Source: an optimization exercise on an open RTL-to-GDS flow (aim: small area and a short achievable clock period). Production flows keep margins and buffers that such runs may drop.
At most, simulation tests tie the RTL to the original design; equivalence was not proved.
Power is estimated from default activity; no workload was simulated.

// pipeline_sum
module pipeline_sum (
    input clk,
    input [15:0] a, b,
    output [31:0] r
);
Size: about 1800 cells after synthesis, roughly 110 flip-flops, about 11000 um2 of cells after synthesis.
export LEC_CHECK = 0
export ABC_AREA = 1
export CAP_MARGIN = 20
export CORE_MARGIN = 2
export CORE_UTILIZATION = 55
export SLEW_MARGIN = 20
create_clock -name core_clock -period 36.0 [get_ports {clk}]
standard.sh (not shown) runs the stock make flow with config.mk's settings and CLKGATE_MAP_FILE= SYNTH_SCRIPT=/design/flow/synth_recipe.tcl, a recipe that flattens the netlist after the stock synthesis.
==> flow/flow/run.sh <==
#!/bin/bash
set -euo pipefail
MARGIN=25.5
PLAT="$FLOW_HOME/platforms/sky130hd/config.mk"
BASE=$(sed -n '/^export DONT_USE_CELLS += /,/^#/p' "$PLAT" | grep -o 'sky130_fd_sc_hd__[a-z0-9_]*' | tr '\n' ' ')
EXTRA=""
for c in maj3_1 maj3_2 maj3_4 fa_1 fa_2 fa_4 fah_1 fahcin_1 fahcon_1 ha_1 ha_2 ha_4; do
  EXTRA="$EXTRA sky130_fd_sc_hd__$c"
done
bash standard.sh SETUP_SLACK_MARGIN=$MARGIN SETUP_MOVE_SEQUENCE=sizeup,swap SKIP_GATE_CLONING=1 \
  "BUFFER_PORTS_ARGS=-buffer_cell sky130_fd_sc_hd__buf_1" \
  "DONT_USE_CELLS=$BASE$EXTRA" finish > make_finish.log 2>&1
Then changed:
--- a/flow/design.v
+++ b/flow/design.v
@@ -481,32 +481,34 @@
   assign s2_x4_k3_gu[12] = (s2_x4_t[11] ^ s2_x4_b3[11]) ? s2_x4_b3[11] : s2_x4_k3_gu[11];
   assign s2_x4_k3_gu[13] = (s2_x4_t[12] ^ s2_x4_b3[12]) ? s2_x4_b3[12] : s2_x4_k3_gu[12];
   assign s2_x4_k3_gu[14] = (s2_x4_t[13] ^ s2_x4_b3[13]) ? s2_x4_b3[13] : s2_x4_k3_gu[13];
   assign s2_x4_k3_gu[15] = (s2_x4_t[14] ^ s2_x4_b3[14]) ? s2_x4_b3[14] : s2_x4_k3_gu[14];
   assign s2_x4_k3_gu[16] = (s2_x4_t[15] ^ s2_x4_b3[15]) ? s2_x4_b3[15] : s2_x4_k3_gu[15];
   wire s2_x4_k3_pu = ~(|(s2_x4_t[15:8] ^ {s2_x4_b3[15], s2_x4_b3[14], s2_x4_b3[13], s2_x4_b3[12], s2_x4_b3[11], s2_x4_b3[10], s2_x4_b3[9], s2_x4_b3[8]}));
   wire s2_x4_ge3 = ~(|s2_x4_b3[17:16]) & ~(s2_x4_k3_gu[16] | (s2_x4_k3_pu & s2_x4_c3[8]));
   wire s2_x4_q1 = s2_x4_ge2;
   wire s2_x4_q0 = s2_x4_q1 ? s2_x4_ge3 : s2_x4_ge1;
-  wire [8:0] ml = {1'b0, ym2[7:0]} + {1'b0, 1'b0, 1'b0, 1'b0, s2_r4_q, s2_r3_q, s2_r2_q, 1'b0, 1'b0};
+  wire [10:0] ml = {1'b0, ym2[9:0]} + {1'b0, 1'b0, 1'b0, 1'b0, 1'b0, 1'b0, s2_r4_q, s2_r3_q, s2_r2_q, 1'b0, 1'b0};
   wire lc1 = ml[0] & s2_x4_q0;
   wire lc2 = (ml[1] & s2_x4_q1) | ((ml[1] | s2_x4_q1) & lc1);
-  wire [8:0] lo7;
+  wire [10:0] lo7;
   assign lo7[0] = ml[0] ^ s2_x4_q0;
   assign lo7[1] = ml[1] ^ s2_x4_q1 ^ lc1;
   assign lo7[2] = ml[2] ^ (lc2 & (1'b1));
   assign lo7[3] = ml[3] ^ (lc2 & (&ml[2:2]));
   assign lo7[4] = ml[4] ^ (lc2 & (&ml[3:2]));
   assign lo7[5] = ml[5] ^ (lc2 & (&ml[4:2]));
   assign lo7[6] = ml[6] ^ (lc2 & (&ml[5:2]));
   assign lo7[7] = ml[7] ^ (lc2 & (&ml[6:2]));
   assign lo7[8] = ml[8] ^ (lc2 & (&ml[7:2]));
-  wire [9:0] h0 = ym2[17:8];
-  reg [8:0] lo_c3;
-  reg [9:0] hi_c3;
+  assign lo7[9] = ml[9] ^ (lc2 & (&ml[8:2]));
+  assign lo7[10] = ml[10] ^ (lc2 & (&ml[9:2]));
+  wire [7:0] h0 = ym2[17:10];
+  reg [10:0] lo_c3;
+  reg [7:0] hi_c3;
   always_ff @(posedge clk) begin
     lo_c3 <= lo7;
     hi_c3 <= h0;
   end
-  wire [9:0] hs = hi_c3 + {9'd0, lo_c3[8]};
-  assign r = {14'd0, hs, lo_c3[7:0]};
+  wire [7:0] hs = hi_c3 + {7'd0, lo_c3[10]};
+  assign r = {14'd0, hs, lo_c3[9:0]};
 endmodule
Outcome: Clock power falls by about 10%. Sequential share of layout area stays flat. Worst hold slack barely changes. Non-clock buffer count rises by 4. Global-route usage fell by 0.61 points. Power goes down by 2.3%.


Setup of east:
pipeline_sum, a different RTL version from the one above (not shown whole).
Size in the first run: ~1,700 cells after synthesis, about 65 I/O pins.
==> flow/config.mk <==
export PLATFORM = sky130hd
export DESIGN_NAME = pipeline_sum
export DESIGN_NICKNAME = pipeline_sum
export VERILOG_FILES = /design/flow/design.v
export SDC_FILE = /design/flow/constraint.sdc
export NUM_CORES = 4
export LEC_CHECK = 0
export ABC_AREA = 1
export CAP_MARGIN = 20
export CORE_MARGIN = 2
export CORE_UTILIZATION = 55
export CTS_BUF_LIST = sky130_fd_sc_hd__clkbuf_8
export SLEW_MARGIN = 20
==> flow/constraint.sdc <==
create_clock -name core_clock -period 36.0 [get_ports {clk}]
set_input_delay 7.2000 -clock core_clock [delete_from_list [all_inputs] [get_ports {clk}]]
set_output_delay 7.2000 -clock core_clock [all_outputs]
set_load 0.01 [all_outputs]
run.sh (not shown) runs the stock make flow with config.mk's settings and CLKGATE_MAP_FILE= SYNTH_SCRIPT=/design/flow/synth_recipe.tcl, a recipe that flattens the netlist after the stock synthesis.
Stock flow here: none of the scripts above is used.
### east -> west
--- a/flow/design.v
+++ b/flow/design.v
@@ -410,29 +410,29 @@
   assign s2_r0_bo[6] = (s2_r0_t[5] ^ bb_c2[5]) ? bb_c2[5] : s2_r0_bo[5];
   assign s2_r0_bo[7] = (s2_r0_t[6] ^ bb_c2[6]) ? bb_c2[6] : s2_r0_bo[6];
   assign s2_r0_bo[8] = (s2_r0_t[7] ^ bb_c2[7]) ? bb_c2[7] : s2_r0_bo[7];
   assign s2_r0_bo[9] = (s2_r0_t[8] ^ bb_c2[8]) ? bb_c2[8] : s2_r0_bo[8];
   assign s2_r0_bo[10] = (s2_r0_t[9] ^ bb_c2[9]) ? bb_c2[9] : s2_r0_bo[9];
   assign s2_r0_bo[11] = (s2_r0_t[10] ^ bb_c2[10]) ? bb_c2[10] : s2_r0_bo[10];
   assign s2_r0_bo[12] = (s2_r0_t[11] ^ bb_c2[11]) ? bb_c2[11] : s2_r0_bo[11];
   assign s2_r0_bo[13] = (s2_r0_t[12] ^ bb_c2[12]) ? bb_c2[12] : s2_r0_bo[12];
   assign s2_r0_bo[14] = (s2_r0_t[13] ^ bb_c2[13]) ? bb_c2[13] : s2_r0_bo[13];
   assign s2_r0_bo[15] = (s2_r0_t[14] ^ bb_c2[14]) ? bb_c2[14] : s2_r0_bo[14];
   assign s2_r0_bo[16] = (s2_r0_t[15] ^ bb_c2[15]) ? bb_c2[15] : s2_r0_bo[15];
   wire s2_r0_q = s2_r0_hz & ~s2_r0_bo[16];
-  reg [17:0] y_c3;
-  reg q4_c3;
-  reg q3_c3;
-  reg q2_c3;
-  reg q1_c3;
-  reg q0_c3;
-  always_ff @(posedge clk) begin
-    y_c3 <= ym2;
-    q4_c3 <= s2_r4_q;
-    q3_c3 <= s2_r3_q;
-    q2_c3 <= s2_r2_q;
-    q1_c3 <= s2_r1_q;
-    q0_c3 <= s2_r0_q;
-  end
-  wire [17:0] rsum = y_c3 + {1'b0, 1'b0, 1'b0, 1'b0, 1'b0, 1'b0, 1'b0, 1'b0, 1'b0, 1'b0, 1'b0, 1'b0, 1'b0, q4_c3, q3_c3, q2_c3, q1_c3, q0_c3};
-  assign r = {14'd0, rsum};
+  wire [6:0] ml = {1'b0, ym2[5:0]} + {1'b0, 1'b0, s2_r4_q, s2_r3_q, s2_r2_q, s2_r1_q, 1'b0};
+  wire [6:0] mpa;
+  assign mpa[0] = 1'b1;
+  assign mpa[1] = mpa[0] & ml[0];
+  assign mpa[2] = mpa[1] & ml[1];
+  assign mpa[3] = mpa[2] & ml[2];
+  assign mpa[4] = mpa[3] & ml[3];
+  assign mpa[5] = mpa[4] & ml[4];
+  assign mpa[6] = mpa[5] & ml[5];
+  wire [6:0] lo7 = ml ^ ({7{s2_r0_q}} & mpa);
+  wire [11:0] h0 = ym2[17:6];
+  wire [11:0] h1 = h0 + 12'd1;
+  wire [17:0] rs = {lo7[6] ? h1 : h0, lo7[5:0]};
+  reg [17:0] rr_c3;
+  always_ff @(posedge clk) rr_c3 <= rs;
+  assign r = {14'd0, rr_c3};
 endmodule
==> notes.md <==
Having completed the whole flow, west delivered a layout that passed the timing, DRC and antenna checks. Looking at routed wire length across both flows, west is the weaker of the two, with east ahead. Via count in west is 514 higher than in east. Delta (west minus east): total power lower, final area higher. Taking east over west, the post-placement cell count ratio works out to 0.942. Compared with east, cell count in west increased by a few percent. Compared with east, west shows a standby leakage power that is 0.35 nW higher. What west reported for synthesized cell count has to be multiplied by 0.931 to get the figure for east. west ends up with lower cell-internal power than east does. Looking at number of global-route vias before repair, west sits above east. Total standard cell area after synthesis ended up about 7% higher on west than on east. STATUS worst slack at placement: west loses against east.
No run of this note included a check of the RTL's function; only the layout flow was run.

[port drivers added, routing unchanged]
No port has a modelled driver above. Below, the same layouts with a new extraction and two added sets of constraints.
Step 1 (the two cells are an assumption about what drives the block):
set clk [get_ports {clk}]
set_driving_cell -lib_cell sky130_fd_sc_hd__clkbuf_16 $clk
set_driving_cell -lib_cell sky130_fd_sc_hd__buf_2 [delete_from_list [all_inputs] $clk]
Step 2 also shifts input and output timing later by t, the mid clock arrival at the registers, as if the neighbouring blocks saw the same clock.
Slacks: ideal ports / drivers / drivers and shift; pairs: ideal ports / drivers.
| run | t, ns | setup slack, ns | hold slack, ns |
|---|---|---|---|
| the first run of note 1 | 0.396 | 26.381 / 26.402 / 26.007 | 0.331 / 0.331 / 0.331 |
| the second run of note 1 | 0.401 | 26.584 / 26.609 / 26.208 | 0.332 / 0.332 / 0.332 |
| east | 0.479 | 24.546 / 24.561 / 24.083 | 0.325 / 0.325 / 0.325 |
| west | 0.437 | 24.352 / 24.370 / 23.933 | 0.335 / 0.335 / 0.335 |
After both steps setup and hold are still met in every run listed. For east, which loses most, drivers alone change the setup slack by +0.015 ns; drivers and shift together by -0.463 ns.
